From an optimization exercise on the open Yosys and OpenROAD flow, aimed at small area, a short achievable clock period and few clock cycles per item; shortcuts taken in it are not production practice.
At most, simulation tests tie the RTL to the original design; equivalence was not proved.

// fe_mul51_core
module fe_mul51_core (
    input  wire         clk,
    input  wire         rst_n,
    input  wire         start,
    input  wire [319:0] a,
    input  wire [319:0] b,
    output reg          ready,
    output wire [319:0] out
);
Size in the first run: about 21000 cells after synthesis, ~960 I/O pins, about 230000 um^2 of cells after synthesis.
==> flow/config.mk <==
export PLATFORM = sky130hd
export DESIGN_NAME = fe_mul51_core
export DESIGN_NICKNAME = fe_mul51_core
export VERILOG_FILES = /design/flow/design.v
export SDC_FILE = /design/flow/constraint.sdc
export NUM_CORES = 8
export LEC_CHECK = 0
export CAP_MARGIN = 20
export CORE_MARGIN = 2
export CORE_UTILIZATION = 55
export CTS_CLUSTER_DIAMETER = 100
export CTS_CLUSTER_SIZE = 20
export PLACE_DENSITY = 0.65
export SLEW_MARGIN = 20
export SYNTH_HIERARCHICAL = 1
export SYNTH_MINIMUM_KEEP_SIZE = 0
==> flow/constraint.sdc <==
create_clock -name core_clock -period 21.0 [get_ports {clk}]
set_input_delay 4.2000 -clock core_clock [delete_from_list [all_inputs] [get_ports {clk}]]
set_output_delay 4.2000 -clock core_clock [all_outputs]
set_load 0.01 [all_outputs]
standard.sh (not shown) runs the stock make flow with config.mk's settings and CLKGATE_MAP_FILE= SYNTH_SCRIPT=/design/flow/synth_recipe.tcl, a recipe that flattens the netlist after the stock synthesis.
==> flow/flow/run.sh <==
#!/bin/bash
# Own flow: the standard layout (standard.sh: same synthesis, same SDC and
# clock period, same steps), with three optimisation settings changed:
#  - repair_timing keeps a setup slack margin of 15.7 ns, so that it optimises
#    towards a shorter period than the constraint;
#  - the port buffers that the flow inserts on every input and output are
#    sky130_fd_sc_hd__buf_1 instead of the delay cell buffer_ports picks by default;
#  - MATCH_CELL_FOOTPRINT=0 lets the resizer change a cell's size freely.
# Tool output goes to standard.log here and to ORFS's logs under orfs/logs.
set -euo pipefail
export SETUP_SLACK_MARGIN=15.7
export BUFFER_PORTS_ARGS="-buffer_cell sky130_fd_sc_hd__buf_1"
bash standard.sh MATCH_CELL_FOOTPRINT=0 finish > standard.log 2>&1
The first run ran to the end with no violations.
Testbench counts at the start, summed over its fixed seeds: cycles 9,600, ops 960.
Then changed:
==> flow/flow/run.sh (replaced) <==
#!/bin/bash
# Own flow: the standard layout (standard.sh: same synthesis, same SDC and
# clock period, same steps), with three optimisation settings changed:
#  - repair_timing keeps a setup slack margin of 15.5 ns, so that it optimises
#    towards a shorter period than the constraint;
#  - the port buffers that the flow inserts on every input and output are
#    sky130_fd_sc_hd__buf_1 instead of the delay cell buffer_ports picks by default;
#  - MATCH_CELL_FOOTPRINT=0 lets the resizer change a cell's size freely.
# Tool output goes to standard.log here and to ORFS's logs under orfs/logs.
set -euo pipefail
export SETUP_SLACK_MARGIN=15.5
export BUFFER_PORTS_ARGS="-buffer_cell sky130_fd_sc_hd__buf_1"
bash standard.sh MATCH_CELL_FOOTPRINT=0 finish > standard.log 2>&1
Maximum frequency went down by 0.80%.
Setup slack is worse by 47 ps.
Area after synthesis is unchanged.
Critical path depth rose by 18.
Count of clock-buffer cells in the layout is higher by 5.
Wire length falls by 0.94%.
Design area drops by 0.87%.
Then changed:
Settings changed: PLACE_DENSITY 0.65 to 0.72.
The changed run went through all stages and came out clean.
Via count came out higher by 2.1%.
Global-route usage is about the same.
Cell count is about the same.
Die area is unchanged.
Synthesized cell count stays the same.
First-iteration DRC count came out higher by 13%.
Then changed:
Settings changed: CTS_CLUSTER_SIZE 20 to 24, PLACE_DENSITY 0.72 to 0.65.
Count of clock-buffer cells in the layout drops by 6.
Routed wire length came out lower by about 0.7%.
Clock skew went down by 14 ps.
Global-route usage barely changes.
Synthesized cell count does not change.

---

Setup of main:
fe_mul51_core, a different RTL version from the one above (not shown whole).
Size in the first run: roughly 22000 cells after synthesis, roughly 240000 um2 of cells after synthesis.
==> flow/config.mk <==
export PLATFORM = sky130hd
export DESIGN_NAME = fe_mul51_core
export DESIGN_NICKNAME = fe_mul51_core
export VERILOG_FILES = /design/flow/design.v
export SDC_FILE = /design/flow/constraint.sdc
export NUM_CORES = 8
export LEC_CHECK = 0
export CAP_MARGIN = 20
export CORE_MARGIN = 2
export CORE_UTILIZATION = 55
export CTS_CLUSTER_DIAMETER = 100
export CTS_CLUSTER_SIZE = 20
export PLACE_DENSITY = 0.65
export SLEW_MARGIN = 20
export SYNTH_HIERARCHICAL = 1
export SYNTH_MINIMUM_KEEP_SIZE = 0
==> flow/constraint.sdc <==
create_clock -name core_clock -period 21.0 [get_ports {clk}]
set_input_delay 4.2000 -clock core_clock [delete_from_list [all_inputs] [get_ports {clk}]]
set_output_delay 4.2000 -clock core_clock [all_outputs]
set_load 0.01 [all_outputs]
==> flow/flow/run.sh <==
#!/bin/bash
# Own flow: the standard layout (standard.sh: same synthesis, same SDC and
# clock period, same steps), with three optimisation settings changed:
#  - repair_timing keeps a setup slack margin of 15.5 ns, so that it optimises
#    towards a shorter period than the constraint;
#  - the port buffers that the flow inserts on every input and output are
#    sky130_fd_sc_hd__buf_1 instead of the delay cell buffer_ports picks by default;
#  - MATCH_CELL_FOOTPRINT=0 lets the resizer change a cell's size freely.
# Tool output goes to standard.log here and to ORFS's logs under orfs/logs.
set -euo pipefail
export SETUP_SLACK_MARGIN=15.5
export BUFFER_PORTS_ARGS="-buffer_cell sky130_fd_sc_hd__buf_1"
bash standard.sh MATCH_CELL_FOOTPRINT=0 finish > standard.log 2>&1
For the feature branch, these inputs were changed with respect to main:
--- a/flow/flow/run.sh
+++ b/flow/flow/run.sh
@@ -5,9 +5,9 @@
 #    towards a shorter period than the constraint;
 #  - the port buffers that the flow inserts on every input and output are
-#    sky130_fd_sc_hd__buf_1 instead of the delay cell buffer_ports picks by default;
+#    sky130_fd_sc_hd__buf_2 instead of the delay cell buffer_ports picks by default;
 #  - MATCH_CELL_FOOTPRINT=0 lets the resizer change a cell's size freely.
 # Tool output goes to standard.log here and to ORFS's logs under orfs/logs.
 set -euo pipefail
 export SETUP_SLACK_MARGIN=15.5
-export BUFFER_PORTS_ARGS="-buffer_cell sky130_fd_sc_hd__buf_1"
+export BUFFER_PORTS_ARGS="-buffer_cell sky130_fd_sc_hd__buf_2"
 bash standard.sh MATCH_CELL_FOOTPRINT=0 finish > standard.log 2>&1
==> run summary <==
Final weighted congestion in routability-driven placement (the feature branch vs. main) increases slightly
Compared with main, the router placed more vias in the feature branch.
Looking at wire length, the feature branch sits 2.2% above main.
In the feature branch, the worst hold slack came out 3.2 ps above the value in main.
The feature branch — wire length of the first global-routing pass about 1.5% higher, main as reference
[the feature branch] total CTS buffers fell 2 relative to main
main -> the feature branch: half-perimeter wire length after placement increased slightly
As far as final critical-path share of the clock period is concerned, the feature branch and main perform about the same.
Final instance area of main is on par with the feature branch.
On area of the multi-input gates, the feature branch and main are neck and neck.
No functional check of the RTL was part of any run of this note.

-- what the ideal ports hide --
Ports are ideal in the flow. The routed layouts listed here were re-timed in OpenROAD.
Step 1: set_driving_cell puts a clkbuf_16 on clk and a buf_2 on each other input, an assumption about the parent block.
Step 2 also shifts input and output timing later by t, the mid clock arrival at the registers, as if the neighbouring blocks saw the same clock.
Three values: ideal, step 1, step 2; two values: the first two.
| run | t (ns) | slack for setup (ns) | worst setup path at the end | cell pins on the clock port's net |
|---|---|---|---|---|
| the first run of note 1 | 1.131 | 15.150 / 15.024 / 14.701 | input to register | 1 |
| the second run of note 1 | 1.125 | 15.103 / 15.042 / 14.495 | input to register | 1 |
| the third run of note 1 | 1.146 | 15.096 / 14.965 / 14.504 | input to register | 1 |
| the fourth run of note 1 | 1.093 | 15.152 / 15.026 / 14.582 | input to register | 1 |
| main | 1.124 | 15.123 / 14.982 / 14.643 | input to register | 1 |
| the feature branch | 1.114 | 15.149 / 15.017 / 14.525 | input to register | 1 |
After both steps setup and hold are still met in every run listed. For the feature branch, which loses most, drivers alone change the setup slack by -0.132 ns; drivers and shift together by -0.624 ns.
